From an optimization exercise on the open Yosys and OpenROAD flow, aimed at small area; shortcuts taken in it are not production practice.
The RTL was checked by simulation tests, not by an equivalence proof against the original design.
Power is estimated from default activity; no workload was simulated.

==> inputs of build 31 <==
Design Arr4x4, start of the top module:
module Arr4x4(Err_mac, Err_mult,
             w1_in, w2_in, w3_in, w4_in,
             a1_in, a2_in, a3_in, a4_in,
             w1_out, w2_out, w3_out, w4_out,
             a1_out, a2_out, a3_out, a4_out,
             c1_out, c2_out, c3_out, c4_out,
             clk, rst_n, hold);
==> flow/config.mk <==
export PLATFORM = sky130hd
export DESIGN_NAME = Arr4x4
export DESIGN_NICKNAME = Arr4x4
export VERILOG_FILES = /design/flow/design.v
export SDC_FILE = /design/flow/constraint.sdc
export NUM_CORES = 4
export LEC_CHECK = 0
export ABC_AREA = 1
export CAP_MARGIN = 20
export CORE_MARGIN = 2
export CORE_UTILIZATION = 40
export SLEW_MARGIN = 20
==> flow/constraint.sdc <==
create_clock -name core_clock -period 7.5 [get_ports {clk}]
set_input_delay 1.5000 -clock core_clock [delete_from_list [all_inputs] [get_ports {clk}]]
set_output_delay 1.5000 -clock core_clock [all_outputs]
set_load 0.01 [all_outputs]
standard.sh (not shown) runs the stock make flow with config.mk's settings and CLKGATE_MAP_FILE= SYNTH_SCRIPT=/design/flow/synth_recipe.tcl, a recipe that flattens the netlist after the stock synthesis.
==> flow/flow/run.sh <==
#!/bin/bash
# Standard layout, with one netlist step added after synthesis: invpush.py
# removes inverters around full-adder cells (a full adder is self-dual), which
# leaves the logic and every register unchanged. Ports are buffered with buf_1.
set -euo pipefail
W=$(pwd)
R=$W/orfs/results/$FLOW_PLATFORM/Arr4x4/base
bash standard.sh synth > $W/synth.log 2>&1
python3 $W/flow/invpush.py $R/1_2_yosys.v $R/1_2_yosys_invpush.v > $W/invpush.log 2>&1
cp $R/1_2_yosys.v $W/1_2_yosys_standard.v
mv $R/1_2_yosys_invpush.v $R/1_2_yosys.v
rm -f $R/1_synth.odb $R/1_synth.sdc
bash standard.sh "BUFFER_PORTS_ARGS=-buffer_cell sky130_fd_sc_hd__buf_1" finish > $W/layout.log 2>&1
Other scripts of this flow, unchanged in this note and not shown: flow/flow/invpush.py
==> trial 62: changes against build 31 <==
--- a/flow/design.v
+++ b/flow/design.v
@@ -35,20 +35,20 @@
 assign co = a & b;
 endmodule
 module PE_c2(Err_mac, Err_mult, w, a, w1, a1, mac1, mult1, c_out, k_out);
 input Err_mac, Err_mult;
 input [7:0] w, a;
 output [16:0] c_out;
 output [0:0] k_out;
-wire [7:0] x = {a[7] & ~(Err_mac | Err_mult), a[6:0] & {7{~Err_mac}}};
-wire [7:0] y = {w[7:2] & {6{~Err_mult}}, w[1], Err_mult ? ~w[1] : w[0]};
+wire [7:0] x = {a[7] & ~Err_mult, a[6:0]};
+wire [7:0] y = {w[7:2] & {6{~(Err_mac | Err_mult)}}, w[1] & ~Err_mac, ~Err_mac & (Err_mult ? ~w[1] : w[0])};
 input [7:0] w1, a1;
 input mac1, mult1;
-wire [7:0] x1 = {a1[7] & ~(mac1 | mult1), a1[6:0] & {7{~mac1}}};
-wire [7:0] y1 = {w1[7:2] & {6{~mult1}}, w1[1], mult1 ? ~w1[1] : w1[0]};
+wire [7:0] x1 = {a1[7] & ~mult1, a1[6:0]};
+wire [7:0] y1 = {w1[7:2] & {6{~(mac1 | mult1)}}, w1[1] & ~mac1, ~mac1 & (mult1 ? ~w1[1] : w1[0])};
 wire n1, n2, n3, n4, n5, n6, n7, n8, n9, n10, n11, n12, n13, n14, n15, n16, n17, n18, n19, n20, n21, n22, n23, n24, n25, n26, n27, n28, n29, n30, n31, n32, n33, n34, n35, n36, n37, n38, n39, n40, n41, n42, n43, n44, n45, n46, n47, n48, n49, n50, n51, n52, n53, n54, n55, n56, n57, n58, n59, n60, n61, n62, n63, n64, n65, n66, n67, n68, n69, n70, n71, n72, n73, n74, n75, n76, n77, n78, n79, n80, n81, n82, n83, n84, n85, n86, n87, n88, n89, n90, n91, n92, n93, n94, n95, n96, n97, n98, n99, n100, n101, n102, n103, n104, n105, n106, n107, n108, n109, n110, n111, n112, n113, n114, n115, n116, n117, n118, n119, n120, n121, n122, n123, n124, n125, n126, n127, n128, n129, n130, n131, n132, n133, n134, n135, n136, n137, n138, n139, n140, n141, n142, n143, n144, n145, n146, n147, n148, n149, n150, n151, n152, n153, n154, n155, n156, n157, n158, n159, n160, n161, n162, n163, n164, n165, n166, n167, n168, n169, n170, n171, n172, n173, n174, n175, n176, n177, n178, n179, n180, n181, n182, n183, n184, n185, n186, n187, n188, n189, n190, n191, n192, n193, n194, n195, n196, n197, n198, n199, n200, n201, n202, n203, n204, n205, n206, n207, n208, n209, n210, n211, n212, n213, n214, n215, n216, n217, n218, n219, n220, n221, n222, n223, n224, n225, n226, n227, n228, n229, n230, n231, n232, n233, n234, n235, n236, n237, n238, n239, n240, n241, n242, n243, n244, n245, n246, n247, n248, n249, n250, n251, n252, n253, n254, n255, n256, n257, n258, n259, n260, n261, n262, n263, n264, n265, n266, n267, n268, n269, n270, n271, n272, n273, n274, n275, n276, n277, n278, n279, n280, n281, n282, n283, n284, n285, n286, n287, n288, n289, n290, n291, n292, n293, n294, n295, n296, n297, n298, n299, n300, n301, n302, n303, n304, n305, n306, n307, n308, n309, n310, n311, n312, n313, n314, n315, n316, n317, n318, n319, n320, n321, n322, n323, n324, n325, n326, n327, n328, n329, n330, n331, n332, n333, n334, n335, n336, n337, n338, n339, n340, n341, n342, n343, n344, n345, n346, n347, n348, n349, n350, n351, n352, n353, n354, n355, n356, n357, n358, n359, n360, n361, n362, n363, n364, n365, n366, n367, n368, n369, n370, n371;
 assign n1 = x[0] & y[0];
 assign n2 = x[0] & y[1];
 assign n3 = x[0] & y[2];
 assign n4 = x[0] & y[3];
 assign n5 = x[0] & y[4];
 assign n6 = x[0] & y[5];
@@ -302,16 +302,16 @@
 module PE_c3(Err_mac, Err_mult, w, a, c_in, k_in, c_out, k_out);
 input Err_mac, Err_mult;
 input [7:0] w, a;
 input [16:0] c_in;
 input [0:0] k_in;
 output [16:0] c_out;
 output [0:0] k_out;
-wire [7:0] x = {a[7] & ~(Err_mac | Err_mult), a[6:0] & {7{~Err_mac}}};
-wire [7:0] y = {w[7:2] & {6{~Err_mult}}, w[1], Err_mult ? ~w[1] : w[0]};
+wire [7:0] x = {a[7] & ~Err_mult, a[6:0]};
+wire [7:0] y = {w[7:2] & {6{~(Err_mac | Err_mult)}}, w[1] & ~Err_mac, ~Err_mac & (Err_mult ? ~w[1] : w[0])};
 wire n1, n2, n3, n4, n5, n6, n7, n8, n9, n10, n11, n12, n13, n14, n15, n16, n17, n18, n19, n20, n21, n22, n23, n24, n25, n26, n27, n28, n29, n30, n31, n32, n33, n34, n35, n36, n37, n38, n39, n40, n41, n42, n43, n44, n45, n46, n47, n48, n49, n50, n51, n52, n53, n54, n55, n56, n57, n58, n59, n60, n61, n62, n63, n64, n65, n66, n67, n68, n69, n70, n71, n72, n73, n74, n75, n76, n77, n78, n79, n80, n81, n82, n83, n84, n85, n86, n87, n88, n89, n90, n91, n92, n93, n94, n95, n96, n97, n98, n99, n100, n101, n102, n103, n104, n105, n106, n107, n108, n109, n110, n111, n112, n113, n114, n115, n116, n117, n118, n119, n120, n121, n122, n123, n124, n125, n126, n127, n128, n129, n130, n131, n132, n133, n134, n135, n136, n137, n138, n139, n140, n141, n142, n143, n144, n145, n146, n147, n148, n149, n150, n151, n152, n153, n154, n155, n156, n157, n158, n159, n160, n161, n162, n163, n164, n165, n166, n167, n168, n169, n170, n171, n172, n173, n174, n175, n176, n177, n178, n179, n180, n181, n182, n183, n184, n185, n186, n187, n188, n189, n190, n191, n192, n193, n194, n195, n196, n197, n198, n199, n200, n201, n202, n203, n204, n205, n206, n207, n208, n209, n210, n211, n212, n213, n214, n215, n216, n217, n218, n219, n220;
 assign n1 = x[0] & y[0];
 assign n2 = x[0] & y[1];
 assign n3 = x[0] & y[2];
 assign n4 = x[0] & y[3];
 assign n5 = x[0] & y[4];
 assign n6 = x[0] & y[5];
@@ -458,16 +458,16 @@
 module PE_c4(Err_mac, Err_mult, w, a, c_in, k_in, c_out, k_out);
 input Err_mac, Err_mult;
 input [7:0] w, a;
 input [16:0] c_in;
 input [0:0] k_in;
 output [17:0] c_out;
 output [0:0] k_out;
-wire [7:0] x = {a[7] & ~(Err_mac | Err_mult), a[6:0] & {7{~Err_mac}}};
-wire [7:0] y = {w[7:2] & {6{~Err_mult}}, w[1], Err_mult ? ~w[1] : w[0]};
+wire [7:0] x = {a[7] & ~Err_mult, a[6:0]};
+wire [7:0] y = {w[7:2] & {6{~(Err_mac | Err_mult)}}, w[1] & ~Err_mac, ~Err_mac & (Err_mult ? ~w[1] : w[0])};
 wire n1, n2, n3, n4, n5, n6, n7, n8, n9, n10, n11, n12, n13, n14, n15, n16, n17, n18, n19, n20, n21, n22, n23, n24, n25, n26, n27, n28, n29, n30, n31, n32, n33, n34, n35, n36, n37, n38, n39, n40, n41, n42, n43, n44, n45, n46, n47, n48, n49, n50, n51, n52, n53, n54, n55, n56, n57, n58, n59, n60, n61, n62, n63, n64, n65, n66, n67, n68, n69, n70, n71, n72, n73, n74, n75, n76, n77, n78, n79, n80, n81, n82, n83, n84, n85, n86, n87, n88, n89, n90, n91, n92, n93, n94, n95, n96, n97, n98, n99, n100, n101, n102, n103, n104, n105, n106, n107, n108, n109, n110, n111, n112, n113, n114, n115, n116, n117, n118, n119, n120, n121, n122, n123, n124, n125, n126, n127, n128, n129, n130, n131, n132, n133, n134, n135, n136, n137, n138, n139, n140, n141, n142, n143, n144, n145, n146, n147, n148, n149, n150, n151, n152, n153, n154, n155, n156, n157, n158, n159, n160, n161, n162, n163, n164, n165, n166, n167, n168, n169, n170, n171, n172, n173, n174, n175, n176, n177, n178, n179, n180, n181, n182, n183, n184, n185, n186, n187, n188, n189, n190, n191, n192, n193, n194, n195, n196, n197, n198, n199, n200, n201, n202, n203, n204, n205, n206, n207, n208, n209, n210, n211, n212, n213, n214, n215, n216, n217, n218, n219, n220, n221, n222;
 assign n1 = x[0] & y[0];
 assign n2 = x[0] & y[1];
 assign n3 = x[0] & y[2];
 assign n4 = x[0] & y[3];
 assign n5 = x[0] & y[4];
 assign n6 = x[0] & y[5];
Settings changed: CAP_MARGIN 20 to 10, CORE_UTILIZATION 40 to 60, CTS_BUF_LIST set to sky130_fd_sc_hd__clkbuf_8, SLEW_MARGIN 20 to 10.
==> build 57: changes against build 31 <==
--- a/flow/design.v
+++ b/flow/design.v
@@ -35,20 +35,20 @@
 assign co = a & b;
 endmodule
 module PE_c2(Err_mac, Err_mult, w, a, w1, a1, mac1, mult1, c_out, k_out);
 input Err_mac, Err_mult;
 input [7:0] w, a;
 output [16:0] c_out;
 output [0:0] k_out;
-wire [7:0] x = {a[7] & ~(Err_mac | Err_mult), a[6:0] & {7{~Err_mac}}};
-wire [7:0] y = {w[7:2] & {6{~Err_mult}}, w[1], Err_mult ? ~w[1] : w[0]};
+wire [7:0] x = {a[7] & ~Err_mult, a[6:0]};
+wire [7:0] y = {w[7:2] & {6{~(Err_mac | Err_mult)}}, w[1] & ~Err_mac, ~Err_mac & (Err_mult ? ~w[1] : w[0])};
 input [7:0] w1, a1;
 input mac1, mult1;
-wire [7:0] x1 = {a1[7] & ~(mac1 | mult1), a1[6:0] & {7{~mac1}}};
-wire [7:0] y1 = {w1[7:2] & {6{~mult1}}, w1[1], mult1 ? ~w1[1] : w1[0]};
+wire [7:0] x1 = {a1[7] & ~mult1, a1[6:0]};
+wire [7:0] y1 = {w1[7:2] & {6{~(mac1 | mult1)}}, w1[1] & ~mac1, ~mac1 & (mult1 ? ~w1[1] : w1[0])};
 wire n1, n2, n3, n4, n5, n6, n7, n8, n9, n10, n11, n12, n13, n14, n15, n16, n17, n18, n19, n20, n21, n22, n23, n24, n25, n26, n27, n28, n29, n30, n31, n32, n33, n34, n35, n36, n37, n38, n39, n40, n41, n42, n43, n44, n45, n46, n47, n48, n49, n50, n51, n52, n53, n54, n55, n56, n57, n58, n59, n60, n61, n62, n63, n64, n65, n66, n67, n68, n69, n70, n71, n72, n73, n74, n75, n76, n77, n78, n79, n80, n81, n82, n83, n84, n85, n86, n87, n88, n89, n90, n91, n92, n93, n94, n95, n96, n97, n98, n99, n100, n101, n102, n103, n104, n105, n106, n107, n108, n109, n110, n111, n112, n113, n114, n115, n116, n117, n118, n119, n120, n121, n122, n123, n124, n125, n126, n127, n128, n129, n130, n131, n132, n133, n134, n135, n136, n137, n138, n139, n140, n141, n142, n143, n144, n145, n146, n147, n148, n149, n150, n151, n152, n153, n154, n155, n156, n157, n158, n159, n160, n161, n162, n163, n164, n165, n166, n167, n168, n169, n170, n171, n172, n173, n174, n175, n176, n177, n178, n179, n180, n181, n182, n183, n184, n185, n186, n187, n188, n189, n190, n191, n192, n193, n194, n195, n196, n197, n198, n199, n200, n201, n202, n203, n204, n205, n206, n207, n208, n209, n210, n211, n212, n213, n214, n215, n216, n217, n218, n219, n220, n221, n222, n223, n224, n225, n226, n227, n228, n229, n230, n231, n232, n233, n234, n235, n236, n237, n238, n239, n240, n241, n242, n243, n244, n245, n246, n247, n248, n249, n250, n251, n252, n253, n254, n255, n256, n257, n258, n259, n260, n261, n262, n263, n264, n265, n266, n267, n268, n269, n270, n271, n272, n273, n274, n275, n276, n277, n278, n279, n280, n281, n282, n283, n284, n285, n286, n287, n288, n289, n290, n291, n292, n293, n294, n295, n296, n297, n298, n299, n300, n301, n302, n303, n304, n305, n306, n307, n308, n309, n310, n311, n312, n313, n314, n315, n316, n317, n318, n319, n320, n321, n322, n323, n324, n325, n326, n327, n328, n329, n330, n331, n332, n333, n334, n335, n336, n337, n338, n339, n340, n341, n342, n343, n344, n345, n346, n347, n348, n349, n350, n351, n352, n353, n354, n355, n356, n357, n358, n359, n360, n361, n362, n363, n364, n365, n366, n367, n368, n369, n370, n371;
 assign n1 = x[0] & y[0];
 assign n2 = x[0] & y[1];
 assign n3 = x[0] & y[2];
 assign n4 = x[0] & y[3];
 assign n5 = x[0] & y[4];
 assign n6 = x[0] & y[5];
@@ -302,16 +302,16 @@
 module PE_c3(Err_mac, Err_mult, w, a, c_in, k_in, c_out, k_out);
 input Err_mac, Err_mult;
 input [7:0] w, a;
 input [16:0] c_in;
 input [0:0] k_in;
 output [16:0] c_out;
 output [0:0] k_out;
-wire [7:0] x = {a[7] & ~(Err_mac | Err_mult), a[6:0] & {7{~Err_mac}}};
-wire [7:0] y = {w[7:2] & {6{~Err_mult}}, w[1], Err_mult ? ~w[1] : w[0]};
+wire [7:0] x = {a[7] & ~Err_mult, a[6:0]};
+wire [7:0] y = {w[7:2] & {6{~(Err_mac | Err_mult)}}, w[1] & ~Err_mac, ~Err_mac & (Err_mult ? ~w[1] : w[0])};
 wire n1, n2, n3, n4, n5, n6, n7, n8, n9, n10, n11, n12, n13, n14, n15, n16, n17, n18, n19, n20, n21, n22, n23, n24, n25, n26, n27, n28, n29, n30, n31, n32, n33, n34, n35, n36, n37, n38, n39, n40, n41, n42, n43, n44, n45, n46, n47, n48, n49, n50, n51, n52, n53, n54, n55, n56, n57, n58, n59, n60, n61, n62, n63, n64, n65, n66, n67, n68, n69, n70, n71, n72, n73, n74, n75, n76, n77, n78, n79, n80, n81, n82, n83, n84, n85, n86, n87, n88, n89, n90, n91, n92, n93, n94, n95, n96, n97, n98, n99, n100, n101, n102, n103, n104, n105, n106, n107, n108, n109, n110, n111, n112, n113, n114, n115, n116, n117, n118, n119, n120, n121, n122, n123, n124, n125, n126, n127, n128, n129, n130, n131, n132, n133, n134, n135, n136, n137, n138, n139, n140, n141, n142, n143, n144, n145, n146, n147, n148, n149, n150, n151, n152, n153, n154, n155, n156, n157, n158, n159, n160, n161, n162, n163, n164, n165, n166, n167, n168, n169, n170, n171, n172, n173, n174, n175, n176, n177, n178, n179, n180, n181, n182, n183, n184, n185, n186, n187, n188, n189, n190, n191, n192, n193, n194, n195, n196, n197, n198, n199, n200, n201, n202, n203, n204, n205, n206, n207, n208, n209, n210, n211, n212, n213, n214, n215, n216, n217, n218, n219, n220;
 assign n1 = x[0] & y[0];
 assign n2 = x[0] & y[1];
 assign n3 = x[0] & y[2];
 assign n4 = x[0] & y[3];
 assign n5 = x[0] & y[4];
 assign n6 = x[0] & y[5];
@@ -458,16 +458,16 @@
 module PE_c4(Err_mac, Err_mult, w, a, c_in, k_in, c_out, k_out);
 input Err_mac, Err_mult;
 input [7:0] w, a;
 input [16:0] c_in;
 input [0:0] k_in;
 output [17:0] c_out;
 output [0:0] k_out;
-wire [7:0] x = {a[7] & ~(Err_mac | Err_mult), a[6:0] & {7{~Err_mac}}};
-wire [7:0] y = {w[7:2] & {6{~Err_mult}}, w[1], Err_mult ? ~w[1] : w[0]};
+wire [7:0] x = {a[7] & ~Err_mult, a[6:0]};
+wire [7:0] y = {w[7:2] & {6{~(Err_mac | Err_mult)}}, w[1] & ~Err_mac, ~Err_mac & (Err_mult ? ~w[1] : w[0])};
 wire n1, n2, n3, n4, n5, n6, n7, n8, n9, n10, n11, n12, n13, n14, n15, n16, n17, n18, n19, n20, n21, n22, n23, n24, n25, n26, n27, n28, n29, n30, n31, n32, n33, n34, n35, n36, n37, n38, n39, n40, n41, n42, n43, n44, n45, n46, n47, n48, n49, n50, n51, n52, n53, n54, n55, n56, n57, n58, n59, n60, n61, n62, n63, n64, n65, n66, n67, n68, n69, n70, n71, n72, n73, n74, n75, n76, n77, n78, n79, n80, n81, n82, n83, n84, n85, n86, n87, n88, n89, n90, n91, n92, n93, n94, n95, n96, n97, n98, n99, n100, n101, n102, n103, n104, n105, n106, n107, n108, n109, n110, n111, n112, n113, n114, n115, n116, n117, n118, n119, n120, n121, n122, n123, n124, n125, n126, n127, n128, n129, n130, n131, n132, n133, n134, n135, n136, n137, n138, n139, n140, n141, n142, n143, n144, n145, n146, n147, n148, n149, n150, n151, n152, n153, n154, n155, n156, n157, n158, n159, n160, n161, n162, n163, n164, n165, n166, n167, n168, n169, n170, n171, n172, n173, n174, n175, n176, n177, n178, n179, n180, n181, n182, n183, n184, n185, n186, n187, n188, n189, n190, n191, n192, n193, n194, n195, n196, n197, n198, n199, n200, n201, n202, n203, n204, n205, n206, n207, n208, n209, n210, n211, n212, n213, n214, n215, n216, n217, n218, n219, n220, n221, n222;
 assign n1 = x[0] & y[0];
 assign n2 = x[0] & y[1];
 assign n3 = x[0] & y[2];
 assign n4 = x[0] & y[3];
 assign n5 = x[0] & y[4];
 assign n6 = x[0] & y[5];
Settings changed: CORE_UTILIZATION 40 to 60, CTS_BUF_LIST set to sky130_fd_sc_hd__clkbuf_4.
==> qor summary <==
|  | build 31 | build 57 | trial 62 |
|---|---|---|---|
| Average routed wire per standard cell | 20.33 µm | 19.96 µm | 20.23 µm |
| Die width | 335.4 µm | 273.3 µm | 273.3 µm |
| Comb pwr share | 0.514 | 0.548 | 0.546 |
| Cell depth of the worst flop-to-flop path | 17 | 18 | 14 |
| Largest net degree at the start of global routing | 148 | 176 | 176 |
| Maximum achievable frequency | 0.1445 GHz | 0.1515 GHz | 0.1461 GHz |
| Largest fanout on the critical path | 5 | 4 | 4 |
| Run status | no timing/DRC/antenna violations | no timing/DRC/antenna violations | no timing/DRC/antenna violations |
| Fill count | 10500 | 5892 | 5840 |
| Routed vias/inst | 4.813 | 5.223 | 5.253 |
| Inverters | 723 | 689 | 689 |
| Tap cell count | 1414 | 950 | 950 |
| Crit path buf inv count | 4 | 1 | 1 |
| Endpoint with the worst hold slack | PE21.regA.out[3] | PE21.regA.out[1] | PE21.regA.out[7] |
| Weighted congestion reported at the end of routability-driven placement | 0.9616 | 0.9782 | 0.9782 |
| Share of layout cells above drive strength 1 | 0.04598 | 0.07911 | 0.06178 |
| Met2 Track Usage GR | 0.3458 | 0.4294 | 0.4302 |
| Number of vias after detailed routing | 28270 | 28180 | 27870 |

## what the ideal ports hide
No port has a modelled driver above. Below, the same layouts with a new extraction and two added sets of constraints.
Step 1 (the two cells are an assumption about what drives the block):
set clk [get_ports {clk}]
set_driving_cell -lib_cell sky130_fd_sc_hd__clkbuf_16 $clk
set_driving_cell -lib_cell sky130_fd_sc_hd__buf_2 [delete_from_list [all_inputs] $clk]
Step 2 also shifts input and output timing later by t, the mid clock arrival at the registers, as if the neighbouring blocks saw the same clock.
a / b / c = ideal ports / drivers / drivers and shift; a / b = the first two.
run | shift t [ns] | setup slack, ns | hold slack, ns | clock arrival spread, ns
build 31 | 0.736 | 0.581 / 0.621 / -0.115 | 0.345 / 0.345 / 0.345 | 0.039 / 0.039
trial 62 | 0.744 | 0.654 / 0.690 / -0.054 | 0.345 / 0.345 / 0.345 | 0.050 / 0.051
build 57 | 1.054 | 0.901 / 0.935 / -0.119 | 0.326 / 0.326 / 0.326 | 0.087 / 0.087
Met with ideal ports but missed after step 2: setup timing in every run listed. For build 57, which loses most, drivers alone change the setup slack by +0.034 ns; drivers and shift together by -1.020 ns.
